Source: an optimization exercise on an open RTL-to-GDS flow (aim: small area). Production flows keep margins and buffers that such runs may drop. Function was checked by simulation only, so behaviour that the tests miss may differ from the original. The flow treats the clock pin as an ideal source, which a real chip does not have. Power figures rest on the tool's default switching activity, not on a simulated workload.

`flow/constraint.sdc`:
```
create_clock -name core_clock -period 15.0 [get_ports {sysclk}]
set_input_delay 3.0000 -clock core_clock [delete_from_list [all_inputs] [get_ports {sysclk}]]
set_output_delay 3.0000 -clock core_clock [all_outputs]
set_load 0.01 [all_outputs]
```
`flow/config.mk`:
```
export PLATFORM = sky130hd
export DESIGN_NAME = test
export DESIGN_NICKNAME = test
export VERILOG_FILES = /design/flow/design.v
export SDC_FILE = /design/flow/constraint.sdc
export NUM_CORES = 4
export LEC_CHECK = 0
export CAP_MARGIN = 0
export CORE_MARGIN = 2
export CORE_UTILIZATION = 40
export SLEW_MARGIN = 0
```
`flow/flow/pre_cts.tcl`:
```
# Flat clock tree: split the clock sinks into three groups by x position (two
# of two fifths each, one of a fifth) and drive each group from the clock port
# through one clock buffer placed at the group's centroid.
set block [ord::get_db_block]
set dbu [$block getDbUnitsPerMicron]
set sinks {}
foreach it [[$block findNet sysclk] getITerms] {
  set inst [$it getInst]
  set loc [$inst getLocation]
  lappend sinks [list [lindex $loc 0] [lindex $loc 1] "[$inst getName]/[[$it getMTerm] getName]"]
}
# group sizes and buffers: the two larger groups get clkbuf_8, the smallest
# (a fifth of the sinks) clkbuf_4
set byx [lsort -integer -index 0 $sinks]
set n [llength $byx]
set n3 [expr {$n / 5}]
set n1 [expr {($n - $n3) / 2}]
set bounds [list 0 $n1 [expr {$n - $n3}] $n]
set cells {sky130_fd_sc_hd__clkbuf_8 sky130_fd_sc_hd__clkbuf_8 sky130_fd_sc_hd__clkbuf_4}
for {set k 0} {$k < 3} {incr k} {
  set grp [lrange $byx [lindex $bounds $k] [expr {[lindex $bounds [expr {$k + 1}]] - 1}]]
  set sx 0; set sy 0; set pins {}
  foreach s $grp {
    set sx [expr {$sx + [lindex $s 0]}]; set sy [expr {$sy + [lindex $s 1]}]
    lappend pins [get_pins [lindex $s 2]]
  }
  set m [llength $grp]
  set x [expr {double($sx) / $m / $dbu}]; set y [expr {double($sy) / $m / $dbu}]
  puts "clock group $k: $m sinks, [lindex $cells $k] at $x $y"
  insert_buffer -buffer_cell [lindex $cells $k] -net sysclk -load_pins $pins \
    -location [list $x $y] -buffer_name clkleaf_$k -net_name clkleaf_net_$k
}
detailed_placement
```
`flow/flow/downsize.tcl`:
```
# Gate sizing for area: the synthesis mapper sizes gates for a much tighter
# clock than the 15 ns target, so swap each gate for the smallest cell of the
# same function (same sky130 cell name without the drive suffix). Later
# repair_design and repair_timing steps size up again wherever slew,
# capacitance or timing need it.
set nswap 0
set saved 0.0
foreach inst [get_cells *] {
  set ref [get_property $inst ref_name]
  if {![regexp {^(sky130_fd_sc_hd__[a-z0-9]+)_([0-9]+)$} $ref -> base drive]} { continue }
  set best $ref
  set best_area [get_property [get_lib_cells $ref] area]
  foreach lc [get_lib_cells ${base}_*] {
    set n [get_property $lc name]
    if {![regexp {_[0-9]+$} $n]} { continue }
    if {[string first $n $::env(DONT_USE_CELLS)] >= 0} { continue }
    set a [get_property $lc area]
    if {$a < $best_area - 1e-6} { set best $n; set best_area $a }
  }
  if {$best ne $ref} {
    set saved [expr {$saved + [get_property [get_lib_cells $ref] area] - $best_area}]
    replace_cell $inst $best
    incr nswap
  }
}
puts "downsize: $nswap cells swapped, [format %.1f $saved] um2 saved"
```
`flow/flow/run.sh`:
```
#!/bin/bash
# The standard ORFS layout (standard.sh) with these changes:
# - synthesis is standard.sh's own script (synth_recipe.tcl, unchanged) but
#   the ABC technology mapping runs the area-oriented script flow/area.abc in
#   place of ORFS's speed script (the 15 ns clock leaves ample slack);
# - before floorplanning, each gate is swapped for the smallest cell of the
#   same function (flow/downsize.tcl); repair steps size up where needed;
# - port buffers are the smallest buffer cell;
# - the clock tree is flat: three clock buffers fed by the clock port (two
#   clkbuf_8 and one clkbuf_4 for the smallest group), each driving the
#   registers of one slice of the core, split by x (flow/pre_cts.tcl;
#   TritonCTS then finds the clock already buffered and leaves it).
# Each tool's output goes to standard.log here and to ORFS's logs under orfs/.
set -euo pipefail
W=$PWD
cat > "$W/my_synth.tcl" <<EOT
# Run synth_recipe.tcl with flow/area.abc as the ABC script.
proc abc {args} {
  set i [lsearch -exact \$args -script]
  if {\$i >= 0} { lset args [expr {\$i + 1}] $W/flow/area.abc }
  yosys abc {*}\$args
}
source $W/synth_recipe.tcl
EOT
sed "s#SYNTH_SCRIPT=[^ ]*synth_recipe.tcl#SYNTH_SCRIPT=$W/my_synth.tcl#" standard.sh > my_standard.sh
grep -q "SYNTH_SCRIPT=$W/my_synth.tcl" my_standard.sh
export BUFFER_PORTS_ARGS="-buffer_cell sky130_fd_sc_hd__buf_1"
export PRE_FLOORPLAN_TCL="$W/flow/downsize.tcl"
export PRE_CTS_TCL="$W/flow/pre_cts.tcl"
bash my_standard.sh > standard.log 2>&1
```
`flow/flow/area.abc`:
```
strash
ifraig
scorr
&get -n
&deepsyn -T 20
&put
strash
&get -n
&dch -f
&nf -R 1000 -p
&put
```
`flow/standard.sh`:
```
#!/bin/bash
# synth_recipe.tcl (not shown) runs the flow's synth.tcl, then flattens the netlist and writes it again
# the make line also repeats each setting of config.mk as NAME=value (left out here)
make -C /OpenROAD-flow-scripts/flow DESIGN_CONFIG=/design/flow/config.mk WORK_HOME=/design/flow/orfs CLKGATE_MAP_FILE= SYNTH_SCRIPT=/design/flow/synth_recipe.tcl "${@:-finish}"
```
`flow/design.v`:
```
module test(
input rst,
input sigin,
input sysclk,
input modecontrol,
output highfreq,
output [7:0]Cathodes,
output[3:0] AN
);
assign highfreq = modecontrol;
reg iq, iqq, oq;
reg [2:0] ts;
reg tout;
wire irise = iq & ~iqq;
wire osig = modecontrol ? tout : iq;
wire orise = osig & ~oq;
always @(posedge sysclk) begin
  iqq <= iq; oq <= osig;
  if (rst) begin
    iq <= 0; ts <= 0; tout <= 0;
  end else begin
    iq <= sigin;
    if (irise) begin
      if (ts == 3'd4) begin ts <= 0; tout <= ~tout; end
      else ts <= ts + 1'b1;
    end
  end
end
reg [6:0] p;
reg [9:0] q;
reg ph;                       
wire tick = (p == 7'd93);
wire g = (p == 7'd125) && (&q);
wire [10:0] qn = q + tick;
always @(posedge sysclk) begin
  if (rst) begin
    p <= 7'd122; q <= 10'd523; ph <= 0;
  end else begin
    p <= tick ? 7'd1 : {p[5:0], p[6] ^ p[5]};
    q <= qn[9:0] | {5'd0, qn[10], qn[10], 3'd0};
    if (g) ph <= ~ph;
  end
end
reg r;
reg [15:0] c;
wire clr = rst | (g & ph);
wire [4:0] e;
assign e[0] = r;
genvar i;
generate for (i = 0; i < 4; i = i + 1) begin : dg
  wire [3:0] b = c[4*i+3:4*i];
  wire [3:0] t;
  assign t[0] = e[i];
  assign t[1] = e[i] & b[0] & ~b[3];
  assign t[2] = e[i] & b[0] & b[1];
  assign t[3] = e[i] & b[0] & (b[3] | (b[1] & b[2]));
  assign e[i+1] = e[i] & b[0] & b[3];
  always @(posedge sysclk) c[4*i+3:4*i] <= clr ? 4'd0 : b ^ t;
end endgenerate
always @(posedge sysclk) r <= ~rst & orise & ~ph & ~g;
reg [3:0] dig;
wire [1:0] sel = q[1:0];
wire [3:0] m = sel[1] ? (sel[0] ? c[3:0] : c[15:12]) : (sel[0] ? c[11:8] : c[7:4]);
always @(posedge sysclk) dig <= rst ? 4'hF : tick ? m : dig;
wire [3:0] d = dig;
wire [6:0] seg;
assign seg[0] = (d[0] & ~d[1] & ~d[2] & ~d[3]) | (d[2] & d[3]) | (~d[0] & ~d[1] & d[2]);
assign seg[1] = (~d[0] & d[1] & d[2]) | (d[1] & d[3]) | (d[0] & ~d[1] & d[2]);
assign seg[2] = (d[1] & d[3]) | (~d[0] & d[1] & ~d[2]);
assign seg[3] = (~d[0] & ~d[1] & d[2]) | (d[0] & ~d[1] & ~d[2] & ~d[3]) | (d[0] & d[1] & d[2]);
assign seg[4] = (~d[1] & d[2]) | d[0];
assign seg[5] = (d[1] & ~d[2]) | (d[0] & ~d[2] & ~d[3]) | (d[0] & d[1]);
assign seg[6] = (~d[1] & ~d[2] & ~d[3]) | (d[0] & d[1] & d[2]);
wire blank = d[3] & d[1];
assign Cathodes = {1'b1, seg};
assign AN = {4{blank}} | ~{sel == 2'd3, sel == 2'd2, sel == 2'd1, sel == 2'd0};
endmodule
```
==> results of run 1 <==
-- Yosys cell counts --
cell | n | area share, %
nor3b_1 | 1 | 0.41
nand2b_1 | 3 | 1.0
and4b_1 | 1 | 0.54
conb_1 | 1 | 0.20
a31oi_1 | 5 | 1.7
dfxtp_1 | 46 | 50
nor2b_1 | 12 | 4.0
xor2_1 | 3 | 1.4
a22oi_1 | 8 | 3.2
and2_0 | 4 | 1.3
o31ai_1 | 1 | 0.41
a21o_1 | 2 | 0.81
a2bb2oi_1 | 1 | 0.47
nand3_1 | 7 | 1.9
mux2_1 | 1 | 0.61
xnor2_1 | 5 | 2.4
a21oi_1 | 12 | 3.2
nand2_1 | 13 | 2.6
nand4_1 | 1 | 0.34
o211ai_1 | 1 | 0.41
o21ai_0 | 3 | 0.81
nor3_1 | 9 | 2.4
o21bai_1 | 2 | 0.81
a211oi_1 | 1 | 0.41
nor2_1 | 38 | 7.7
nor4_1 | 1 | 0.34
or2_0 | 4 | 1.3
buf_4 | 2 | 0.81
clkinv_1 | 4 | 0.81
o21a_1 | 1 | 0.41
ha_1 | 8 | 5.4
and3_1 | 6 | 2.0
-- cell usage in the layout (no fill, tap or decap), drive strengths merged, types with 4 or more instances in the layout --
cell,netlist,layout
clkinv,4,4
and2,4,4
nand2,13,13
a31oi,5,5
and3,6,6
nor3,9,9
ha,8,8
nand3,7,7
nor2b,12,12
a22oi,8,8
xnor2,5,5
dfxtp,46,46
a21oi,12,12
nor2,38,38
buf,2,16
or2,4,4
-- routing by layer --
layer | vias to the layer above | share of wire (%) | wire (µm)
met4 | 0 | 0.73 | 23
li1 | 752 | - | -
met1 | 638 | 52 | 1650
met2 | 17 | 44 | 1390
met5 | - | 0 | 0
met3 | 2 | 2.8 | 88
-- state kept, by name, summed over array words and instances (netlist names), 3 cells and up --
| name | cells |
|---|---|
| q | 10 |
| p | 7 |
| ts | 3 |
| dig | 4 |
| c | 16 |
-- how the worst max path moves through the flow --
stage | start | slack [ns] | to
floorplan | modecontrol | 8.88 | highfreq
global placement | modecontrol | 8.75 | highfreq
detailed placement | modecontrol | 8.75 | highfreq
CTS | modecontrol | 8.75 | highfreq
global route | modecontrol | 8.74 | highfreq
finish | modecontrol | 8.75 | highfreq
-- area by class of cell, without the clock buffers --
type / count / area (µm²)
fillers: 429 / 2410
flip-flops and latches: 46 / 921
multi-input cells: 155 / 903
well taps: 52 / 65.1
repair buffers: 16 / 63.8
inverters: 4 / 15.0
-- power breakdown --
group          switching [mW]  internal [mW]  leakage (nW)
clock                  0.0305         0.0157        0.0190
combinational         0.00341        0.00221         0.362
sequential            0.00105          0.124         0.373
-- cells by family after synthesis --
logic type | synth area share (%)
flip-flops | 49.7
other | 0.202
AO/OA/AOI/OAI | 12.7
multiplexers | 0.607
XOR/XNOR | 3.78
adder cells (fa/ha/maj) | 5.40
AND/OR/NAND/NOR | 26.0
buffers and inverters | 1.62
-- per-stage QoR --
stage / cell area (µm²) / utilization, % / std cells / setup slack [ns] / hold WS (ns)
detailed placement: 1970 / 44.6 / 273 / 8.75 / 0.357
finish: 2000 / 45.4 / 276 / 8.75 / 0.368
global route: 2000 / 45.4 / 276 / 8.74 / 0.378
floorplan: 1850 / - / 207 / 8.88 / 0.337
CTS: 2000 / 45.4 / 276 / 8.75 / 0.357
global placement: 1970 / 44.6 / 273 / 8.75 / 0.354
==> impl_metrics.json, run 1 <==
{
  "fmax_mhz": 160,
  "p_total_mw": 0.177,
  "met3_usage_pct": 0.972,
  "antenna_found_initial": 0,
  "cpMaxStageDelayCell": "buf_1",
  "ys_seq_elements": 46,
  "yosysSeqAreaShare_pct": 49.7,
  "r2r_slack_ns": 12.74,
  "r2r_end": "c[15]",
  "hold_start": "iq",
  "relSlewSlack_pct": 63.9,
  "initial_utilization_pct": 41.8,
  "hpwlAfterDp_um": 2330,
  "drc_errors": 0,
  "synthCells": 207,
  "grt_pass1_vias": 1371,
  "grtUsageMet1_pct": 18.0,
  "tightest_slew_ns": 0.541,
  "clock_latency_ns": 0.17,
  "worstPathCellList": "buf_1 > buf_1",
  "viasPerCell": 5.11,
  "min_path_type": "reg -> reg",
  "path_clk_slew_ns": 0.10,
  "place_congestion": 0.739,
  "critPathMaxStageDelay_ns": 0.15,
  "crit_family": "buffers and inverters",
  "hold-path-endpoint": "iqq",
  "yosys-stat-area_mm2": 0.00185,
  "rsz0062_at_grt": "false",
  "grt_busiest_layer": "met2",
  "die_h_um": 71.9,
  "synthDistinctLibCells": 32,
  "fin_crit_sh_pct": 41.7,
  "critPathKind": "in -> out",
  "grt_overflow": 0,
  "r2r_start": "c[0]",
  "post_cts_resized": 0,
  "worst-r2r-cell-count": 11,
  "end_kind": "output pin",
  "final_antenna_net_count": 0,
  "dieArea_mm2": 0.00518,
  "port_buffers": 15,
  "met2_usage_pct": 23.0,
  "worst_ep_arrival_time_ns": 3.25,
  "tns_ns": 0,
  "die_w_um": 71.9,
  "avgRoutedWirePerCell_um": 11.4,
  "power_density_mw_per_mm2": 88.2,
  "final.setup_skew_ns": 0.0139,
  "outcome": "no timing/DRC/antenna violations",
  "ios": 17,
  "syn_nets": 219,
  "startpoint_type": "primary input",
  "crit_buf_inv": 2,
  "vias": 1409,
  "leakagePower_nw": 0.754,
  "crit_top_cell": "buf_1",
  "finalHoldViolations": 0,
  "finalSetupViolCount": 0,
  "wirelength_um": 3150,
  "worst_ep_required_time_ns": 12.00,
  "maxCapViolCount": 0,
  "grt_max_degree": 25,
  "worst_ir_drop_vdd_v": 0.0000842,
  "nets": 238,
  "finalMaxSlewViolations": 0,
  "grt_pass1_wl_um": 5790,
  "cts_hold_buf": 0,
  "dr.pass1.iters": 4,
  "core-area_mm2": 0.00441,
  "std_cell_rows": 24,
  "num_antenna_cells": 0,
  "cts_setup_buffers": 0,
  "grt_use_total_pct": 13.0,
  "ys.warnings.count": 1,
  "min_period_ns": 6.25,
  "worstPathMaxFanout": 2,
  "drtIter0Drc": 54,
  "hold-path-cell-count": 0,
  "crit_cells": 2,
  "drive_above_1_share_pct": 1.79
}
==> inputs of run 2 (changes only) <==
--- a/flow/design.v
+++ b/flow/design.v
@@ -22,6 +22,6 @@
     iq <= sigin;
     if (irise) begin
-      if (ts == 3'd4) begin ts <= 0; tout <= ~tout; end
-      else ts <= ts + 1'b1;
+      ts <= {ts[1:0], ~ts[2] & ~ts[1]};
+      if (ts[2] & ~ts[1]) tout <= ~tout;
     end
   end
--- a/flow/config.mk
+++ b/flow/config.mk
@@ -9,3 +9,4 @@
 export CORE_MARGIN = 2
 export CORE_UTILIZATION = 40
+export GPL_TIMING_DRIVEN = 0
 export SLEW_MARGIN = 0
==> impl_metrics.json, run 2 <==
{
  "synth_edf_count": 0,
  "synth.area.top_cells": "dfxtp_1, nor2_1, mux4_2",
  "grt_pass1_vias": 1252,
  "rsz0062_at_grt": "false",
  "drtIter0Drc": 102,
  "synth_top_family_by_area": "simple AND/OR/NAND/NOR gates",
  "ys_seq_elements": 46,
  "synth-adder-area-share_pct": 4.06,
  "startpoint_type": "primary input",
  "die_w_um": 71.9,
  "cts_hold_buf": 0,
  "r2r_end": "c[15]",
  "synth_compound_area_share_pct": 7.98,
  "worst_ep_required_time_ns": 12.00,
  "critPathLaunch": "modecontrol",
  "synthMuxAreaShare_pct": 6.02,
  "grt_use_total_pct": 12.2,
  "critPathKind": "in -> out",
  "synth-xor-area-share_pct": 3.31,
  "synth_top_area_share_pct": 49.8,
  "num_antenna_cells": 0,
  "async_flop_share_pct": 0,
  "final_util_pct": 45.6,
  "port_buffers": 15,
  "end_kind": "output pin",
  "core-area_mm2": 0.00438,
  "outcome": "no timing/DRC/antenna violations",
  "dieArea_mm2": 0.00517,
  "maxCapViolCount": 0,
  "relSlewSlack_pct": 32.5,
  "synthCells": 195,
  "endpoint": "highfreq",
  "antenna_found_initial": 0,
  "layout_commonest_cell": "dfxtp_1",
  "worst_ir_drop_vdd_v": 0.0000772,
  "nets": 225,
  "final.setup_skew_ns": 0.0107,
  "ys.flop_type": "dfxtp_1",
  "worstPathMaxFanout": 2,
  "std_cell_rows": 24,
  "worst-r2r-cell-count": 10,
  "synth_top_cells_by_count": "dfxtp_1, nor2_1, nor3_1",
  "clock_latency_ns": 0.16,
  "min_path_type": "reg -> reg",
  "grt_pass1_wl_um": 5420,
  "fmax_mhz": 157,
  "viasPerCell": 5.06,
  "vias": 1340,
  "syn_nets": 205,
  "avgRoutedWirePerCell_um": 11.5,
  "p_total_mw": 0.176,
  "leakagePower_nw": 0.767,
  "r2r_slack_ns": 12.72,
  "tns_ns": 0,
  "finalHoldViolations": 0,
  "min_period_ns": 6.35,
  "worst_ep_arrival_time_ns": 3.35,
  "post_cts_resized": 0,
  "place_congestion": 0.759,
  "cts_setup_buffers": 0,
  "power_density_mw_per_mm2": 88.0,
  "wirelength_um": 3040,
  "grt_max_degree": 26,
  "finalMaxSlewViolations": 0,
  "largest-register": "c",
  "r2r_start": "c[0]",
  "dr.pass1.iters": 4,
  "synth.most_common_cell": "dfxtp_1",
  "finalSetupViolCount": 0,
  "synth-simple-area-share_pct": 27.7,
  "top_regs": "c (16), q (10), p (7)",
  "die_h_um": 71.9,
  "ys.warnings.count": 1,
  "drc_errors": 0,
  "synthDistinctLibCells": 30,
  "ios": 17,
  "grt_overflow": 0,
  "yosysSeqAreaShare_pct": 49.8,
  "fin_crit_sh_pct": 42.4,
  "most-common-layout-cells": "dfxtp_1, nor2_1, buf_1",
  "initial_utilization_pct": 42.0,
  "synth_top_area_cell": "dfxtp_1",
  "final_antenna_net_count": 0,
  "largest_reg_flops": 16,
  "path_clk_slew_ns": 0.10,
  "yosys-stat-area_mm2": 0.00185,
  "tightest_slew_ns": 1.01,
  "hpwlAfterDp_um": 2230,
  "drive_above_1_share_pct": 3.29
}
==> run 2: changes by cell type after synthesis, sizes merged, moves of 2 or more <==
cell    delta
a22oi      -8
a31oi      -5
and3       +3
clkinv     -3
ha         -2
mux4       +4
nand2      -4
nand3b     +2
nor2       -5
nor3       +5
o22a       +4
xor2       -2
==> run 2: power breakdown <==
group / switching, mW / total, mW / internal [mW]
sequential: 0.00109 / 0.125 / 0.124
combinational: 0.00345 / 0.00556 / 0.00211
clock: 0.0296 / 0.0452 / 0.0156
total: 0.0341 / 0.176 / 0.142
==> run 2: area by class of cell, without the clock buffers <==
class | count | area, µm²
Buffer | 2 | 7.51
Fill cell | 442 | 2380
Inverter | 1 | 3.75
Multi-Input combinational cell | 146 | 911
Sequential cell | 46 | 921
Tap cell | 52 | 65.1
Timing Repair Buffer | 15 | 56.3
==> run 2: worst max-delay path: stages <==
cell and delay, ns:
buf_1 0.11, buf_1 0.10, buf_1 0.14
==> run 2: kinds of logic after synthesis <==
logic type	count (synthesis)
fa+ha+maj	6
simple gates	102
xor+xnor	7
other cells	1
compound gates	24
mux	6
flops	46
buf+inv	3
==> run 2: how the worst min path moves through the flow <==
| stage | start | endpoint | slack [ns] | cells past startpoint |
|---|---|---|---|---|
| floorplan | iq | iqq | 0.35 | 0 |
| global placement | iq | iqq | 0.36 | 0 |
| detailed placement | iq | iqq | 0.36 | 0 |
| CTS | iq | iqq | 0.36 | 0 |
| global route | iq | iqq | 0.39 | 0 |
| finish | iq | iqq | 0.37 | 0 |
==> run 2: layer usage <==
metal	GRT usage [%]	wire length (µm)
met1	16.5	1540
met2	22.0	1350
met3	1.13	126
met4	0.839	21
met5	0	0
==> run 2: through the flow <==
| step | hold slack [ns] | setup slack, ns | cell area (µm²) | instances |
|---|---|---|---|---|
| 2_1_floorplan | 0.345 | 8.88 | 1840 | 195 |
| 3_3_place_gp | 0.359 | 8.66 | 1960 | 262 |
| 3_5_place_dp | 0.362 | 8.64 | 1960 | 262 |
| 4_1_cts | 0.358 | 8.64 | 2000 | 265 |
| 5_1_grt | 0.391 | 8.61 | 2000 | 265 |
| 6_report | 0.371 | 8.65 | 2000 | 265 |
==> inputs of run 3 (changes only) <==
--- a/flow/config.mk
+++ b/flow/config.mk
@@ -9,4 +9,3 @@
 export CORE_MARGIN = 2
 export CORE_UTILIZATION = 40
-export GPL_TIMING_DRIVEN = 0
 export SLEW_MARGIN = 0
==> impl_metrics.json, run 3 <==
{
  "vias": 1345,
  "post_cts_resized": 0,
  "final.setup_skew_ns": 0.00859,
  "nets": 224,
  "tightest_slew_ns": 0.521,
  "min_path_type": "reg -> reg",
  "viasPerCell": 5.09,
  "setup_ws_ns": 8.74,
  "fin_crit_sh_pct": 41.7,
  "hold_start": "iq",
  "wirelength_um": 3060,
  "startpoint_type": "primary input",
  "path_clk_slew_ns": 0.10,
  "finalSetupViolCount": 0,
  "clock_latency_ns": 0.16,
  "dieArea_mm2": 0.00517,
  "hold_slack_ns": 0.380,
  "worst_ir_drop_vdd_v": 0.000100,
  "outcome": "no timing/DRC/antenna violations",
  "maxCapViolCount": 0,
  "synth.area.top_cells": "dfxtp_1, nor2_1, mux4_2",
  "drtIter0Drc": 54,
  "grt_max_degree": 26,
  "drive_above_1_share_pct": 3.77,
  "crit_top_cell": "buf_1",
  "ys.flop_type": "dfxtp_1",
  "synth_top_area_share_pct": 49.8,
  "worst-r2r-cell-count": 10,
  "relSlewSlack_pct": 65.3,
  "port_buffers": 15,
  "critPathLaunch": "modecontrol",
  "fmax_mhz": 160,
  "synthCells": 195,
  "largest-register": "c",
  "hpwlAfterDp_um": 2270,
  "largest_reg_flops": 16,
  "grt_pass1_vias": 1305,
  "die_h_um": 71.9,
  "cts_hold_buf": 0,
  "syn_nets": 205,
  "grt_pass1_wl_um": 5600,
  "worst_ep_required_time_ns": 12.00,
  "finalHoldViolations": 0,
  "die_w_um": 71.9,
  "rsz0062_at_grt": "false",
  "ys.warnings.count": 1,
  "final_antenna_net_count": 0,
  "critPathKind": "in -> out",
  "maxUsedRoutingLayer": "met4",
  "num_antenna_cells": 0,
  "cpMaxStageDelayCell": "buf_1",
  "min_period_ns": 6.26,
  "synth_top_area_cell": "dfxtp_1",
  "antenna_found_initial": 0,
  "crit_cells": 2,
  "critPathMaxStageDelay_ns": 0.16,
  "hold-path-cell-count": 0,
  "initial_utilization_pct": 42.0,
  "core-area_mm2": 0.00438,
  "dp_slack_ns": 8.74,
  "power_density_mw_per_mm2": 88.2,
  "drt-met1-wl_um": 1530,
  "finalMaxSlewViolations": 0,
  "r2r_start": "c[0]",
  "ys_seq_elements": 46,
  "synth.most_common_cell": "dfxtp_1",
  "worstPathCellList": "buf_1 > buf_1",
  "synth_edf_count": 0,
  "most-common-layout-cells": "dfxtp_1, nor2_1, buf_1",
  "leakagePower_nw": 0.770,
  "grt_use_total_pct": 12.7,
  "ios": 17,
  "synth_top_cells_by_count": "dfxtp_1, nor2_1, nor3_1",
  "drc_errors": 0,
  "fin_cells": 264,
  "tns_ns": 0,
  "crit_buf_inv": 2,
  "worstPathMaxFanout": 2,
  "dr.pass1.iters": 4,
  "worst_ep_arrival_time_ns": 3.26,
  "dr_wl_met3_um": 111,
  "top_regs": "c (16), q (10), p (7)",
  "yosysSeqAreaShare_pct": 49.8,
  "avgRoutedWirePerCell_um": 11.6,
  "yosys-stat-area_mm2": 0.00185,
  "end_kind": "output pin",
  "place_congestion": 0.758,
  "crit_family": "buffers and inverters",
  "grt_overflow": 0,
  "dp_cells": 261,
  "async_flop_share_pct": 0,
  "synthDistinctLibCells": 30,
  "std_cell_rows": 24,
  "layout_commonest_cell": "dfxtp_1",
  "wl_met2_um": 1400,
  "cts_setup_buffers": 0
}
## run 3: changes by cell type in the layout (fill, tap and decap cells not counted), sizes merged
cell,previous run,this run
buf,17,16
## run 3: power by group
group	total [mW]	internal, mW	switching [mW]	leakage (nW)
Combinational	0.00564	0.00216	0.00348	0.377
Sequential	0.125	0.124	0.00109	0.374
Clock	0.0455	0.0156	0.0298	0.0190
## run 3: stage by stage
stage	total power, mW	utilization [%]	cell area, µm²
after detailed placement	0.134	44.8	1960
after floorplan	0.131	-	1840
after CTS	0.168	45.6	2000
final	0.176	45.6	2000
after global routing	0.184	45.6	2000
after global placement	0.134	44.8	1960
## run 3: routing by layer
metal  vias to the layer above  track usage, %
met5                         -               0
met4                         0            1.89
met3                         2            1.13
met2                        20            23.6
met1                       607            16.4
li1                        716               -
## run 3: cell type report, without the clock buffers
cell class / count / area, µm²
Multi-Input combinational cell: 146 / 911
Fill cell: 438 / 2380
Timing Repair Buffer: 16 / 63.8
Tap cell: 52 / 65.1
Inverter: 1 / 3.75
Sequential cell: 46 / 921
## run 3: path summary, 6_finish.rpt
check	end	slack [ns]
worst max-delay path	highfreq	8.74
worst min register to register	iqq	0.38
worst max register to register	c[15]	12.76
worst min-delay path	iqq	0.38
## run 3: logic make-up after synthesis
group / synth area share [%]
AND/OR/NAND/NOR: 27.7
flip-flops: 49.8
AO/OA/AOI/OAI: 7.98
XOR/XNOR: 3.31
adder cells (fa/ha/maj): 4.06
multiplexers: 6.02
buffers and inverters: 1.01
other: 0.203
==> inputs of run 4 (changes only) <==
--- a/flow/design.v
+++ b/flow/design.v
@@ -37,5 +37,5 @@
     p <= 7'd122; q <= 10'd523; ph <= 0;
   end else begin
-    p <= tick ? 7'd1 : {p[5:0], p[6] ^ p[5]};
+    p <= {p[5:0], p[6] ^ p[5]} ^ ({7{tick}} & 7'b0111010);
     q <= qn[9:0] | {5'd0, qn[10], qn[10], 3'd0};
     if (g) ph <= ~ph;
@@ -74,4 +74,4 @@
 wire blank = d[3] & d[1];
 assign Cathodes = {1'b1, seg};
-assign AN = {4{blank}} | ~{sel == 2'd3, sel == 2'd2, sel == 2'd1, sel == 2'd0};
+assign AN = {blank | (sel != 2'd3), sel != 2'd2, sel != 2'd1, sel != 2'd0};
 endmodule
--- a/flow/config.mk
+++ b/flow/config.mk
@@ -9,3 +9,4 @@
 export CORE_MARGIN = 2
 export CORE_UTILIZATION = 40
+export PLACE_DENSITY = 0.9
 export SLEW_MARGIN = 0
==> impl_metrics.json, run 4 <==
{
  "synth_top_family_by_area": "simple AND/OR/NAND/NOR gates",
  "critPathKind": "in -> out",
  "cts_hold_buf": 0,
  "std_cell_rows": 24,
  "worst_ir_drop_vdd_v": 0.0000546,
  "core-area_mm2": 0.00435,
  "critPathMaxStageDelay_ns": 0.16,
  "dr.pass1.iters": 4,
  "synth_top_area_share_pct": 50.4,
  "ys.warnings.count": 1,
  "yosys-stat-area_mm2": 0.00183,
  "synth-adder-area-share_pct": 4.11,
  "post_cts_resized": 0,
  "r2r_end": "c[15]",
  "grt_max_degree": 26,
  "ios": 17,
  "antenna_found_initial": 0,
  "worstPathMaxFanout": 2,
  "tns_ns": 0,
  "viasPerCell": 5.11,
  "finalMaxSlewViolations": 0,
  "outcome": "no timing/DRC/antenna violations",
  "clock_latency_ns": 0.16,
  "cts_setup_buffers": 0,
  "dp_slack_ns": 8.74,
  "yosysSeqAreaShare_pct": 50.4,
  "synth_compound_area_share_pct": 10.9,
  "worst_ep_required_time_ns": 12.00,
  "synth_edf_count": 0,
  "r2r_slack_ns": 12.78,
  "initial_utilization_pct": 41.8,
  "place_congestion": 0.815,
  "final_util_pct": 45.2,
  "grt_use_total_pct": 11.9,
  "end_kind": "output pin",
  "synthMuxAreaShare_pct": 1.16,
  "avgRoutedWirePerCell_um": 10.9,
  "leakagePower_nw": 0.730,
  "worst_ep_arrival_time_ns": 3.26,
  "finalSetupViolCount": 0,
  "layout_commonest_cell": "dfxtp_1",
  "synth_top_area_cell": "dfxtp_1",
  "synth_top_cells_by_count": "dfxtp_1, nor2_1, nor3_1",
  "power_density_mw_per_mm2": 88.8,
  "tightest_slew_ns": 1.01,
  "grt_pass1_wl_um": 5310,
  "largest_reg_flops": 16,
  "worstPathCellList": "buf_1 > buf_1",
  "hold_start": "iq",
  "hpwlAfterDp_um": 2210,
  "syn_nets": 214,
  "final_antenna_net_count": 0,
  "synth-xor-area-share_pct": 3.84,
  "relSlewSlack_pct": 32.7,
  "fillers": 406,
  "nets": 232,
  "r2r_start": "c[0]",
  "port_buffers": 15,
  "grt_pass1_vias": 1264,
  "maxCapViolCount": 0,
  "synthCells": 204,
  "final.setup_skew_ns": 0.00833,
  "die_w_um": 71.4,
  "largest-register": "c",
  "ys.flop_type": "dfxtp_1",
  "crit_buf_inv": 2,
  "hold-path-endpoint": "iqq",
  "hold-path-cell-count": 0,
  "ys_seq_elements": 46,
  "wirelength_um": 2960,
  "fmax_mhz": 160,
  "path_clk_slew_ns": 0.11,
  "drive_above_1_share_pct": 1.36,
  "grt_overflow": 0,
  "min_period_ns": 6.26,
  "drtIter0Drc": 95,
  "crit_top_cell": "buf_1",
  "rsz0062_at_grt": "false",
  "synthDistinctLibCells": 30,
  "drc_errors": 0,
  "num_antenna_cells": 0,
  "setup_ws_ns": 8.74,
  "synth.most_common_cell": "dfxtp_1",
  "die_h_um": 71.4,
  "dieArea_mm2": 0.00510,
  "finalHoldViolations": 0,
  "fin_crit_sh_pct": 41.7,
  "worst-r2r-cell-count": 10,
  "crit_family": "buffers and inverters",
  "vias": 1390,
  "min_path_type": "reg -> reg",
  "synth.area.top_cells": "dfxtp_1, nor2_1, nor2b_1",
  "synth-simple-area-share_pct": 27.7,
  "cpMaxStageDelayCell": "buf_1",
  "most-common-layout-cells": "dfxtp_1, nor2_1, nor3_1, buf_1, nor2b_1",
  "async_flop_share_pct": 0,
  "startpoint_type": "primary input",
  "top_regs": "c (16), q (10), p (7)"
}
[run 4: changes by cell type in the layout (fill, tap and decap cells not counted), sizes merged, moves of 4 or more]
| cell | delta |
|---|---|
| mux4 | -4 |
| nor2 | +5 |
| a31oi | +5 |
| a22oi | +8 |
| o22a | -4 |
[run 4: kinds of logic (layout without fill, tap and decap cells)]
| kind of cell | Yosys count | count (layout) |
|---|---|---|
| AND/OR/NAND/NOR | 104 | 104 |
| flip-flops | 46 | 46 |
| AO/OA/AOI/OAI | 31 | 31 |
| XOR/XNOR | 8 | 8 |
| adder cells (fa/ha/maj) | 6 | 6 |
| buffers and inverters | 6 | 22 |
| multiplexers | 2 | 2 |
| other | 1 | 1 |
[run 4: worst max path at each step]
stage                     slack [ns]         from        to  cells past startpoint
after floorplan                 8.88  modecontrol  highfreq                      1
after global placement          8.75  modecontrol  highfreq                      2
after detailed placement        8.74  modecontrol  highfreq                      2
after CTS                       8.74  modecontrol  highfreq                      2
after global routing            8.70  modecontrol  highfreq                      2
final                           8.74  modecontrol  highfreq                      2
[run 4: metrics by stage]
step / cells / hold WS, ns / power (mW) / area [µm²]
global route: 272 / 0.385 / 0.182 / 1970
detailed placement: 269 / 0.358 / 0.133 / 1930
CTS: 272 / 0.358 / 0.167 / 1970
floorplan: 204 / 0.345 / 0.131 / 1820
global placement: 269 / 0.357 / 0.133 / 1930
finish: 272 / 0.362 / 0.175 / 1970
[run 4: report_power, final]
part	leakage [nW]	total (mW)	internal, mW	switching [mW]
clock network	0.0190	0.0444	0.0156	0.0288
registers	0.374	0.125	0.124	0.00103
logic	0.338	0.00529	0.00194	0.00334
total	0.730	0.175	0.142	0.0332
[run 4: layer usage]
| metal | GRT usage, % | part of all wire (%) | vias up | wire [µm] |
|---|---|---|---|---|
| met4 | 1.47 | 0.81 | 0 | 24 |
| met1 | 15.6 | 47 | 634 | 1380 |
| li1 | - | - | 737 | - |
| met3 | 1.55 | 3.2 | 3 | 96 |
| met2 | 21.4 | 49 | 16 | 1460 |
| met5 | 0 | 0 | - | 0 |
[run 4: final cells by class, without the clock buffers]
cell class / instances / area (µm²) / area share (%)
sequential: 46 / 921 / 46.8
multi-input combinational: 152 / 876 / 44.5
tap: 52 / 65.1 / 3.31
timing repair buffer: 15 / 56.3 / 2.86
inverter: 4 / 15.0 / 0.763
==> inputs of run 5 (changes only) <==
--- a/flow/design.v
+++ b/flow/design.v
@@ -37,5 +37,5 @@
     p <= 7'd122; q <= 10'd523; ph <= 0;
   end else begin
-    p <= {p[5:0], p[6] ^ p[5]} ^ ({7{tick}} & 7'b0111010);
+    p <= tick ? 7'd1 : {p[5:0], p[6] ^ p[5]};
     q <= qn[9:0] | {5'd0, qn[10], qn[10], 3'd0};
     if (g) ph <= ~ph;
@@ -74,4 +74,4 @@
 wire blank = d[3] & d[1];
 assign Cathodes = {1'b1, seg};
-assign AN = {blank | (sel != 2'd3), sel != 2'd2, sel != 2'd1, sel != 2'd0};
+assign AN = {4{blank}} | ~{sel == 2'd3, sel == 2'd2, sel == 2'd1, sel == 2'd0};
 endmodule
==> flow/flow/pre_cts.tcl (replaced) <==
# Flat clock tree: split the clock sinks into four groups by position (two
# halves by x, each split in two by y) and drive each group from the clock
# port through one clock buffer placed at the group's centroid.
set block [ord::get_db_block]
set dbu [$block getDbUnitsPerMicron]
set sinks {}
foreach it [[$block findNet sysclk] getITerms] {
  set inst [$it getInst]
  set loc [$inst getLocation]
  lappend sinks [list [lindex $loc 0] [lindex $loc 1] "[$inst getName]/[[$it getMTerm] getName]"]
}
set groups {}
set byx [lsort -integer -index 0 $sinks]
set h [expr {[llength $byx] / 2}]
foreach half [list [lrange $byx 0 [expr {$h - 1}]] [lrange $byx $h end]] {
  set byy [lsort -integer -index 1 $half]
  set q [expr {[llength $byy] / 2}]
  lappend groups [lrange $byy 0 [expr {$q - 1}]] [lrange $byy $q end]
}
set k 0
foreach grp $groups {
  set sx 0; set sy 0; set pins {}
  foreach s $grp {
    set sx [expr {$sx + [lindex $s 0]}]; set sy [expr {$sy + [lindex $s 1]}]
    lappend pins [get_pins [lindex $s 2]]
  }
  set n [llength $grp]
  set x [expr {double($sx) / $n / $dbu}]; set y [expr {double($sy) / $n / $dbu}]
  puts "clock group $k: $n sinks, buffer at $x $y"
  insert_buffer -buffer_cell sky130_fd_sc_hd__clkbuf_4 -net sysclk -load_pins $pins \
    -location [list $x $y] -buffer_name clkleaf_$k -net_name clkleaf_net_$k
  incr k
}
detailed_placement
==> impl_metrics.json, run 5 <==
{
  "dp_cells": 261,
  "p_total_mw": 0.172,
  "crit_top_cell": "buf_1",
  "cts_hold_buf": 0,
  "synth.area.top_cells": "dfxtp_1, nor2_1, mux4_2",
  "rsz0062_at_grt": "false",
  "dr.pass1.iters": 4,
  "end_kind": "output pin",
  "fillers": 416,
  "crit_family": "buffers and inverters",
  "worst-r2r-cell-count": 10,
  "fmax_mhz": 160,
  "antenna_found_initial": 0,
  "finalSetupViolCount": 0,
  "synth_top_area_cell": "dfxtp_1",
  "die_w_um": 71.9,
  "dieArea_mm2": 0.00517,
  "yosysSeqAreaShare_pct": 49.8,
  "wirelength_um": 3050,
  "avgRoutedWirePerCell_um": 11.5,
  "power_density_mw_per_mm2": 86.5,
  "initial_utilization_pct": 42.0,
  "p_int_mw": 0.139,
  "syn_nets": 205,
  "drc_errors": 0,
  "r2r_start": "c[0]",
  "synth_top_area_share_pct": 49.8,
  "grt_max_degree": 26,
  "top_regs": "c (16), q (10), p (7)",
  "path_clk_slew_ns": 0.10,
  "async_flop_share_pct": 0,
  "worst_ep_required_time_ns": 12.00,
  "synth.most_common_cell": "dfxtp_1",
  "relSlewSlack_pct": 65.4,
  "grt_pass1_wl_um": 5390,
  "ys.warnings.count": 1,
  "setup_ws_ns": 8.74,
  "nets": 225,
  "grt_pass1_vias": 1303,
  "critPathMaxStageDelay_ns": 0.16,
  "worstPathMaxFanout": 2,
  "worst_ir_drop_vdd_v": 0.0000355,
  "final_antenna_net_count": 0,
  "place_congestion": 0.728,
  "finalMaxSlewViolations": 0,
  "clock_latency_ns": 0.17,
  "switching_share_pct": 19.3,
  "fin_cells": 265,
  "std_cell_rows": 24,
  "outcome": "no timing/DRC/antenna violations",
  "p_clk_share_pct": 24.1,
  "p_comb_share_pct": 3.3,
  "startpoint_type": "primary input",
  "cpMaxStageDelayCell": "buf_1",
  "die_h_um": 71.9,
  "hold-path-cell-count": 0,
  "largest-register": "c",
  "grt_overflow": 0,
  "critPathLaunch": "modecontrol",
  "p_sw_mw": 0.0333,
  "post_cts_resized": 0,
  "num_antenna_cells": 0,
  "synthCells": 195,
  "min_path_type": "reg -> reg",
  "grt_use_total_pct": 12.4,
  "largest_reg_flops": 16,
  "worst_ep_arrival_time_ns": 3.26,
  "maxCapViolCount": 0,
  "min_period_ns": 6.26,
  "worstPathCellList": "buf_1 > buf_1",
  "final_area_mm2": 0.00199,
  "hold-path-endpoint": "iqq",
  "most-common-layout-cells": "dfxtp_1, nor2_1, buf_1",
  "p_seq_share_pct": 72.6,
  "dpl_cell_area_mm2": 0.00196,
  "ys.flop_type": "dfxtp_1",
  "dp_slack_ns": 8.74,
  "hpwlAfterDp_um": 2260,
  "final.setup_skew_ns": 0.0139,
  "cts_setup_buffers": 0,
  "crit_cells": 2,
  "finalHoldViolations": 0,
  "fin_crit_sh_pct": 41.7,
  "critPathKind": "in -> out",
  "drtIter0Drc": 42,
  "r2r_end": "c[15]",
  "yosys-stat-area_mm2": 0.00185,
  "layout_commonest_cell": "dfxtp_1",
  "leakagePower_nw": 0.769,
  "drive_above_1_share_pct": 4.23,
  "tns_ns": 0,
  "viasPerCell": 5.15,
  "synth_edf_count": 0,
  "hold_start": "iq",
  "ys_seq_elements": 46,
  "port_buffers": 15,
  "synth_top_cells_by_count": "dfxtp_1, nor2_1, nor3_1",
  "ios": 17,
  "r2r_slack_ns": 12.75,
  "core-area_mm2": 0.00438,
  "synthDistinctLibCells": 30,
  "tightest_slew_ns": 0.519,
  "vias": 1365,
  "crit_buf_inv": 2
}
==> run 5: kinds of logic (layout without fill, tap and decap cells) <==
family / count (synthesis) / after routing / synth area share [%]
buffers and inverters: 3 / 21 / 1.01
xor gates and xnor gates: 7 / 7 / 3.31
AOI/OAI and AO/OA: 24 / 24 / 7.98
muxes: 6 / 6 / 6.02
DFF: 46 / 46 / 49.8
adders and majority gates: 6 / 6 / 4.06
and+or+nand+nor: 102 / 102 / 27.7
other: 1 / 1 / 0.203
==> run 5: worst max-delay path by stage <==
stage	to	slack, ns
finish	highfreq	8.74
global route	highfreq	8.70
CTS	highfreq	8.74
detailed placement	highfreq	8.74
global placement	highfreq	8.75
floorplan	highfreq	8.88
==> run 5: through the flow <==
step | util, % | hold slack, ns
after floorplan | - | 0.345
after global placement | 44.8 | 0.355
after detailed placement | 44.8 | 0.365
after CTS | 45.5 | 0.365
after global routing | 45.5 | 0.401
final | 45.5 | 0.376
==> run 5: worst register-to-register path: stages (launching register included) <==
cell      delay, ns
dfxtp_1        0.34
ha_1           0.23
and2_0         0.17
ha_1           0.23
and2_0         0.19
ha_1           0.22
and2_0         0.18
ha_1           0.23
and3_1         0.21
nor2_1         0.09
a211oi_1       0.05
==> run 5: final cells by class, without the clock buffers <==
cell class | count | area [µm²] | area share, %
multi-input combinational | 146 | 911 | 45.7
timing repair buffer | 16 | 63.8 | 3.20
sequential | 46 | 921 | 46.2
inverter | 1 | 3.75 | 0.188
tap | 52 | 65.1 | 3.26
==> run 5: per-layer routing <==
metal / vias to the layer above / track usage, % / wire length (µm)
li1: 714 / - / -
met3: 4 / 1.41 / 133
met4: 0 / 2.10 / 46
met1: 623 / 15.6 / 1420
met5: - / 0 / 0
met2: 24 / 22.9 / 1460
==> run 5: power groups by stage <==
stage	Clock (mW)	Combinational, mW	Sequential (mW)
floorplan	0	0.00369	0.128
global placement	0	0.00547	0.128
detailed placement	0	0.00572	0.128
CTS	0.0314	0.00576	0.128
global route	0.0484	0.00652	0.126
finish	0.0416	0.00566	0.125
==> inputs of run 6 (changes only) <==
--- a/flow/flow/run.sh
+++ b/flow/flow/run.sh
@@ -7,7 +7,6 @@
 #   same function (flow/downsize.tcl); repair steps size up where needed;
 # - port buffers are the smallest buffer cell;
-# - the clock tree is flat: three clock buffers fed by the clock port (two
-#   clkbuf_8 and one clkbuf_4 for the smallest group), each driving the
-#   registers of one slice of the core, split by x (flow/pre_cts.tcl;
+# - the clock tree is flat: four clkbuf_4 clock buffers fed by the clock
+#   port, each driving the registers of one quarter of the core (flow/pre_cts.tcl;
 #   TritonCTS then finds the clock already buffered and leaves it).
 # Each tool's output goes to standard.log here and to ORFS's logs under orfs/.
==> impl_metrics.json, run 6 <==
{
  "critPathMaxStageDelay_ns": 0.16,
  "fmax_mhz": 160,
  "p_total_mw": 0.172,
  "synth_top_area_cell": "dfxtp_1",
  "critPathLaunch": "modecontrol",
  "ios": 17,
  "port_buffers": 15,
  "std_cell_rows": 24,
  "largest_reg_flops": 16,
  "cts_hold_buf": 0,
  "worstPathMaxFanout": 2,
  "min_period_ns": 6.26,
  "dpl_cell_area_mm2": 0.00196,
  "end_kind": "output pin",
  "final.setup_skew_ns": 0.0139,
  "yosysSeqAreaShare_pct": 49.8,
  "synth_top_cells_by_count": "dfxtp_1, nor2_1, nor3_1",
  "crit_buf_inv": 2,
  "yosys-stat-area_mm2": 0.00185,
  "critPathKind": "in -> out",
  "tns_ns": 0,
  "top_regs": "c (16), q (10), p (7)",
  "nets": 225,
  "final_antenna_net_count": 0,
  "dieArea_mm2": 0.00517,
  "drc_errors": 0,
  "die_w_um": 71.9,
  "clock_latency_ns": 0.17,
  "post_cts_resized": 0,
  "fin_crit_sh_pct": 41.7,
  "avgRoutedWirePerCell_um": 11.5,
  "leakagePower_nw": 0.769,
  "worst_ep_required_time_ns": 12.00,
  "synth.area.top_cells": "dfxtp_1, nor2_1, mux4_2",
  "relSlewSlack_pct": 65.4,
  "ys.warnings.count": 1,
  "drtIter0Drc": 42,
  "vias": 1365,
  "power_density_mw_per_mm2": 86.5,
  "maxCapViolCount": 0,
  "die_h_um": 71.9,
  "finalMaxSlewViolations": 0,
  "ys.flop_type": "dfxtp_1",
  "grt_pass1_vias": 1303,
  "antenna_found_initial": 0,
  "syn_nets": 205,
  "r2r_start": "c[0]",
  "hpwlAfterDp_um": 2260,
  "synth_edf_count": 0,
  "multi_input_area_um2": 911,
  "finalHoldViolations": 0,
  "dr.pass1.iters": 4,
  "fillers": 416,
  "outcome": "no timing/DRC/antenna violations",
  "crit_top_cell": "buf_1",
  "ys_seq_elements": 46,
  "async_flop_share_pct": 0,
  "most-common-layout-cells": "dfxtp_1, nor2_1, buf_1",
  "startpoint_type": "primary input",
  "grt_use_total_pct": 12.4,
  "final_util_pct": 45.5,
  "tightest_slew_ns": 0.519,
  "rsz0062_at_grt": "false",
  "final_area_mm2": 0.00199,
  "wirelength_um": 3050,
  "worst_ir_drop_vdd_v": 0.0000355,
  "synth_top_area_share_pct": 49.8,
  "layout_commonest_cell": "dfxtp_1",
  "synth.most_common_cell": "dfxtp_1",
  "hold_start": "iq",
  "initial_utilization_pct": 42.0,
  "finalSetupViolCount": 0,
  "min_path_type": "reg -> reg",
  "core-area_mm2": 0.00438,
  "synthDistinctLibCells": 30,
  "path_clk_slew_ns": 0.10,
  "worst_ep_arrival_time_ns": 3.26,
  "cpMaxStageDelayCell": "buf_1",
  "regArea_um2": 921,
  "place_congestion": 0.728,
  "grt_pass1_wl_um": 5390,
  "drive_above_1_share_pct": 4.23,
  "grt_overflow": 0,
  "worstPathCellList": "buf_1 > buf_1",
  "grt_max_degree": 26,
  "num_antenna_cells": 0,
  "crit_family": "buffers and inverters",
  "largest-register": "c",
  "synthCells": 195,
  "viasPerCell": 5.15,
  "cts_setup_buffers": 0
}
run 6: cell counts after synthesis:
No cell type changed its count.
run 6: cell families after synthesis:
logic type / share of synthesized area [%]
AO/OA/AOI/OAI: 7.98
XOR/XNOR: 3.31
adder cells (fa/ha/maj): 4.06
buffers and inverters: 1.01
flip-flops: 49.8
multiplexers: 6.02
other: 0.203
AND/OR/NAND/NOR: 27.7
run 6: cell type report, without the clock buffers:
| class | count | area share (%) |
|---|---|---|
| Inverter | 1 | 0.188 |
| Multi-Input combinational cell | 146 | 45.7 |
| Sequential cell | 46 | 46.2 |
| Tap cell | 52 | 3.26 |
| Timing Repair Buffer | 16 | 3.20 |
run 6: path summary, 6_finish.rpt:
path | end | slack [ns] | cells past startpoint
worst min register to register | iqq | 0.38 | 0
worst max-delay path | highfreq | 8.74 | 2
worst max register to register | c[15] | 12.75 | 10
worst min-delay path | iqq | 0.38 | 0
run 6: routing by layer:
layer	vias to the layer above	GRT usage, %	wire length (µm)
li1	714	-	-
met1	623	15.6	1420
met2	24	22.9	1460
met3	4	1.41	133
met4	0	2.10	46
met5	-	0	0
run 6: report_power, final:
| part | internal, mW | switching (mW) |
|---|---|---|
| Combinational | 0.00219 | 0.00347 |
| Clock | 0.0128 | 0.0287 |
| Sequential | 0.124 | 0.00108 |
run 6: metrics by stage:
step,hold slack (ns),std cells,setup WS [ns]
after floorplan,0.345,195,8.88
after global placement,0.355,261,8.75
after detailed placement,0.365,261,8.74
after CTS,0.365,265,8.74
after global routing,0.401,265,8.70
final,0.376,265,8.74
==> inputs of run 7 (changes only) <==
--- a/flow/design.v
+++ b/flow/design.v
@@ -74,4 +74,4 @@
 wire blank = d[3] & d[1];
 assign Cathodes = {1'b1, seg};
-assign AN = {4{blank}} | ~{sel == 2'd3, sel == 2'd2, sel == 2'd1, sel == 2'd0};
+assign AN = {blank | (sel != 2'd3), sel != 2'd2, sel != 2'd1, sel != 2'd0};
 endmodule
==> impl_metrics.json, run 7 <==
{
  "path_clk_slew_ns": 0.10,
  "relSlewSlack_pct": 65.1,
  "grt_max_degree": 26,
  "dieArea_mm2": 0.00511,
  "critPathLaunch": "modecontrol",
  "yosys-stat-area_mm2": 0.00183,
  "tns_ns": 0,
  "tightest_slew_ns": 0.522,
  "crit_family": "buffers and inverters",
  "num_antenna_cells": 0,
  "clock_latency_ns": 0.17,
  "top_regs": "c (16), q (10), p (7)",
  "worst_ir_drop_vdd_v": 0.0000549,
  "dr.pass1.iters": 4,
  "synth_top_area_cell": "dfxtp_1",
  "crit_buf_inv": 2,
  "leakagePower_nw": 0.757,
  "ios": 17,
  "synth_top_cells_by_count": "dfxtp_1, nor2_1, a21oi_1",
  "final_util_pct": 45.0,
  "ys.warnings.count": 1,
  "outcome": "no timing/DRC/antenna violations",
  "critPathMaxStageDelay_ns": 0.16,
  "p_int_mw": 0.139,
  "crit_top_cell": "buf_1",
  "worst_ep_arrival_time_ns": 3.26,
  "synthDistinctLibCells": 29,
  "p_clk_share_pct": 24.3,
  "rsz0062_at_grt": "false",
  "fmax_mhz": 160,
  "final.setup_skew_ns": 0.00978,
  "setup_ws_ns": 8.74,
  "power_density_mw_per_mm2": 87.6,
  "endpoint": "highfreq",
  "drive_above_1_share_pct": 2.23,
  "critPathKind": "in -> out",
  "wirelength_um": 3130,
  "initial_utilization_pct": 41.6,
  "post_cts_resized": 0,
  "hpwlAfterDp_um": 2270,
  "nets": 236,
  "worstPathMaxFanout": 2,
  "std_cell_rows": 24,
  "synth.area.top_cells": "dfxtp_1, nor2_1, a21oi_1",
  "end_kind": "output pin",
  "largest_reg_flops": 16,
  "finalHoldViolations": 0,
  "r2r_end": "c[14]",
  "async_flop_share_pct": 0,
  "maxCapViolCount": 0,
  "layout_commonest_cell": "dfxtp_1",
  "crit_cells": 2,
  "cts_hold_buf": 0,
  "synth_top_area_share_pct": 50.3,
  "viasPerCell": 5.22,
  "worst-r2r-cell-count": 9,
  "synth_edf_count": 0,
  "most-common-layout-cells": "dfxtp_1, nor2_1, a21oi_1",
  "r2r_slack_ns": 12.76,
  "core-area_mm2": 0.00438,
  "ys_seq_elements": 46,
  "worstPathCellList": "buf_1 > buf_1",
  "min_period_ns": 6.26,
  "grt_use_total_pct": 11.9,
  "die_w_um": 71.5,
  "dp_slack_ns": 8.73,
  "finalMaxSlewViolations": 0,
  "cpMaxStageDelayCell": "buf_1",
  "place_congestion": 0.782,
  "drtIter0Drc": 64,
  "grt_pass1_vias": 1298,
  "p_sw_mw": 0.0338,
  "ys.flop_type": "dfxtp_1",
  "finalSetupViolCount": 0,
  "r2r_start": "c[0]",
  "final_antenna_net_count": 0,
  "antenna_found_initial": 0,
  "synth.most_common_cell": "dfxtp_1",
  "min_path_type": "reg -> reg",
  "startpoint_type": "primary input",
  "synthCells": 206,
  "yosysSeqAreaShare_pct": 50.3,
  "hold-path-cell-count": 0,
  "fin_crit_sh_pct": 41.8,
  "port_buffers": 15,
  "switching_share_pct": 19.5,
  "vias": 1441,
  "syn_nets": 216,
  "drc_errors": 0,
  "p_comb_share_pct": 3.3,
  "p_seq_share_pct": 72.4,
  "avgRoutedWirePerCell_um": 11.3,
  "cts_setup_buffers": 0,
  "grt_overflow": 0,
  "die_h_um": 71.5,
  "grt_pass1_wl_um": 5280,
  "largest-register": "c",
  "worst_ep_required_time_ns": 12.00
}
==> run 7: cell count changes in the layout (fill, tap and decap cells not counted), moves of 2 or more <==
cell	delta
a21oi_1	+6
a31oi_1	+5
a22oi_1	+4
clkinv_1	+4
mux4_2	-4
nor2_1	+4
o22a_1	-4
nand2_1	-3
nand3_1	-3
nand3b_1	-2
o21a_1	+2
==> run 7: cell families (layout without fill, tap and decap cells) <==
group,after synthesis,in the layout,share of synthesized area (%)
other cells,1,1,0.205
buf+inv,7,25,1.85
xor+xnor,6,6,2.87
simple gates,100,100,27.3
mux,2,2,1.16
compound gates,38,38,12.2
flops,46,46,50.3
fa+ha+maj,6,6,4.10
==> run 7: per-layer routing <==
metal | GRT usage (%) | part of all wire, %
met5 | 0 | 0
met4 | 1.26 | 2.0
met3 | 1.41 | 4.6
met2 | 21.1 | 45
met1 | 16.0 | 48
==> run 7: metrics by stage <==
| step | std cells | power, mW | instance area, µm² | hold slack (ns) |
|---|---|---|---|---|
| final | 276 | 0.173 | 1970 | 0.372 |
| after global routing | 276 | 0.180 | 1970 | 0.379 |
| after CTS | 276 | 0.165 | 1970 | 0.358 |
| after detailed placement | 272 | 0.134 | 1940 | 0.363 |
| after global placement | 272 | 0.134 | 1940 | 0.356 |
| after floorplan | 206 | 0.132 | 1820 | 0.345 |
==> run 7: power groups by stage <==
stage,Sequential [mW],Combinational [mW],Clock [mW]
2_1_floorplan,0.128,0.00381,0
3_3_place_gp,0.128,0.00562,0
3_5_place_dp,0.128,0.00572,0
4_1_cts,0.128,0.00577,0.0314
5_1_grt,0.126,0.00654,0.0479
6_report,0.125,0.00567,0.0421
==> run 7: layout make-up, without the clock buffers <==
cell class	instances	area (µm²)
multi-input combinational	153	876
fill	429	2410
sequential	46	921
inverter	5	18.8
timing repair buffer	16	63.8
tap	52	65.1
==> run 7: worst min-delay path by stage <==
stage | start | to
2_1_floorplan | iq | iqq
3_3_place_gp | iq | iqq
3_5_place_dp | iq | iqq
4_1_cts | iq | iqq
5_1_grt | iq | iqq
6_report | iq | iqq
==> inputs of run 8 (changes only) <==
--- a/flow/design.v
+++ b/flow/design.v
@@ -37,5 +37,5 @@
     p <= 7'd122; q <= 10'd523; ph <= 0;
   end else begin
-    p <= tick ? 7'd1 : {p[5:0], p[6] ^ p[5]};
+    p <= {p[5:0], p[6] ^ p[5]} ^ ({7{tick}} & 7'b0111010);
     q <= qn[9:0] | {5'd0, qn[10], qn[10], 3'd0};
     if (g) ph <= ~ph;
==> impl_metrics.json, run 8 <==
{
  "fin_crit_sh_pct": 41.7,
  "final_antenna_net_count": 0,
  "worst_ep_arrival_time_ns": 3.25,
  "worstPathMaxFanout": 2,
  "top_regs": "c (16), q (10), p (7)",
  "yosys-stat-area_mm2": 0.00183,
  "hold_slack_ns": 0.369,
  "synth_edf_count": 0,
  "leakagePower_nw": 0.730,
  "place_congestion": 0.815,
  "min_path_type": "reg -> reg",
  "end_kind": "output pin",
  "worst_ir_drop_vdd_v": 0.0000462,
  "finalSetupViolCount": 0,
  "final_util_pct": 45.1,
  "outcome": "no timing/DRC/antenna violations",
  "fin_cells": 273,
  "maxCapViolCount": 0,
  "dieArea_mm2": 0.00510,
  "initial_utilization_pct": 41.8,
  "path_clk_slew_ns": 0.10,
  "hpwlAfterDp_um": 2210,
  "wirelength_um": 2970,
  "r2r_slack_ns": 12.80,
  "regArea_um2": 921,
  "dr.pass1.iters": 4,
  "final_area_mm2": 0.00196,
  "drtIter0Drc": 88,
  "port_buffers": 15,
  "relSlewSlack_pct": 33.6,
  "finalHoldViolations": 0,
  "syn_nets": 214,
  "hold_start": "iq",
  "synth.area.top_cells": "dfxtp_1, nor2_1, nor2b_1",
  "avgRoutedWirePerCell_um": 10.9,
  "worst-r2r-cell-count": 10,
  "most-common-layout-cells": "dfxtp_1, nor2_1, nor3_1, buf_1, nor2b_1",
  "grt_use_total_pct": 11.8,
  "r2r_end": "c[13]",
  "hold-path-endpoint": "iqq",
  "critPathKind": "in -> out",
  "yosysSeqAreaShare_pct": 50.4,
  "crit_top_cell": "buf_1",
  "vias": 1375,
  "antenna_found_initial": 0,
  "critPathMaxStageDelay_ns": 0.16,
  "grt_pass1_vias": 1266,
  "tightest_slew_ns": 0.996,
  "crit_family": "buffers and inverters",
  "grt_max_degree": 26,
  "viasPerCell": 5.04,
  "async_flop_share_pct": 0,
  "drc_errors": 0,
  "final.setup_skew_ns": 0.0159,
  "ys_seq_elements": 46,
  "synth_top_cells_by_count": "dfxtp_1, nor2_1, nor3_1",
  "cpMaxStageDelayCell": "buf_1",
  "die_w_um": 71.4,
  "cts_setup_buffers": 0,
  "power_density_mw_per_mm2": 87.9,
  "hold-path-cell-count": 0,
  "finalMaxSlewViolations": 0,
  "grt_overflow": 0,
  "rsz0062_at_grt": "false",
  "dpl_cell_area_mm2": 0.00193,
  "synthCells": 204,
  "synth.most_common_cell": "dfxtp_1",
  "startpoint_type": "primary input",
  "largest-register": "c",
  "largest_reg_flops": 16,
  "p_total_mw": 0.173,
  "min_period_ns": 6.25,
  "worst_ep_required_time_ns": 12.00,
  "ios": 17,
  "die_h_um": 71.4,
  "critPathLaunch": "modecontrol",
  "cts_hold_buf": 0,
  "synth_top_area_share_pct": 50.4,
  "ys.flop_type": "dfxtp_1",
  "fillers": 410,
  "r2r_start": "c[0]",
  "synthDistinctLibCells": 30,
  "synth_top_area_cell": "dfxtp_1",
  "nets": 233,
  "dp_cells": 269,
  "core-area_mm2": 0.00435,
  "grt_pass1_wl_um": 5290,
  "ys.warnings.count": 1,
  "multi_input_area_um2": 876,
  "setup_ws_ns": 8.75,
  "post_cts_resized": 0,
  "layout_commonest_cell": "dfxtp_1",
  "clock_latency_ns": 0.17,
  "drive_above_1_share_pct": 1.81,
  "dp_slack_ns": 8.74,
  "std_cell_rows": 24,
  "crit_buf_inv": 2,
  "tns_ns": 0,
  "fmax_mhz": 160,
  "num_antenna_cells": 0,
  "worstPathCellList": "buf_1 > buf_1"
}
run 8: cell count changes in the layout (fill, tap and decap cells not counted), moves of 3 or more:
cell,previous run,this run
a21oi_1,18,9
and3_1,10,7
nand2_1,6,11
a22oi_1,4,8
run 8: layer usage:
metal  vias to the layer above  track usage (%)  share of wire, %
li1                        737                -                 -
met1                       625             16.0                48
met2                        11             21.0                48
met3                         2             1.55               3.3
met4                         0             1.26              0.67
met5                         -                0                 0
run 8: worst max-delay path by stage:
stage	endpoint	slack, ns	depth (start not counted)
finish	highfreq	8.75	2
global route	highfreq	8.70	2
CTS	highfreq	8.74	2
detailed placement	highfreq	8.74	2
global placement	highfreq	8.75	2
floorplan	highfreq	8.88	1
run 8: power breakdown:
group	leakage, nW	switching, mW	internal (mW)
clock network	0.0184	0.0292	0.0128
registers	0.374	0.00103	0.124
logic	0.338	0.00334	0.00194
run 8: area by class of cell, without the clock buffers:
type | count | area share, %
sequential | 46 | 46.9
timing repair buffer | 15 | 2.87
inverter | 4 | 0.765
multi-input combinational | 152 | 44.6
tap | 52 | 3.31
run 8: logic make-up (layout without fill, tap and decap cells):
kind of cell,Yosys count,in the layout,synth area share (%)
buf+inv,6,23,1.64
fa+ha+maj,6,6,4.11
compound gates,31,31,10.9
other cells,1,1,0.205
xor+xnor,8,8,3.84
mux,2,2,1.16
simple gates,104,104,27.7
flops,46,46,50.4

[separate check: timing with driven ports]
The results above use ideal ports. As a check the final layouts listed here were re-extracted and re-timed, cells and wires unchanged.
Step 1 assumes that a clkbuf_16 drives the clock port and a buf_2 every other input.
Step 2 times the ports against the registers' clock, not the clock port: input delays grow and output delays shrink by t, the midpoint of the rising clock arrivals with the driver on.
a / b / c = ideal ports / drivers / drivers and shift; a / b = the first two.
run | shift t [ns] | setup slack, ns | worst setup path after step 2 | latest minus earliest clock arrival (ns) | pins driven straight from the clock port
run 1 | 0.200 | 8.751 / 8.729 / 8.729 | input to output | 0.013 / 0.014 | 3
run 2 | 0.200 | 8.646 / 8.621 / 8.621 | input to output | 0.011 / 0.011 | 3
run 3 | 0.199 | 8.741 / 8.719 / 8.719 | input to output | 0.009 / 0.009 | 3
run 4 | 0.196 | 8.743 / 8.721 / 8.721 | input to output | 0.008 / 0.008 | 3
run 5 | 0.211 | 8.743 / 8.719 / 8.719 | input to output | 0.014 / 0.013 | 4
run 6 | 0.211 | 8.743 / 8.719 / 8.719 | input to output | 0.014 / 0.013 | 4
run 7 | 0.214 | 8.736 / 8.715 / 8.715 | input to output | 0.010 / 0.010 | 4
run 8 | 0.210 | 8.747 / 8.725 / 8.725 | input to output | 0.015 / 0.016 | 4
After both steps every run listed still meets setup and hold. The setup slack of run 2, which loses most, moves by -0.025 ns with the drivers and by -0.025 ns with both steps.
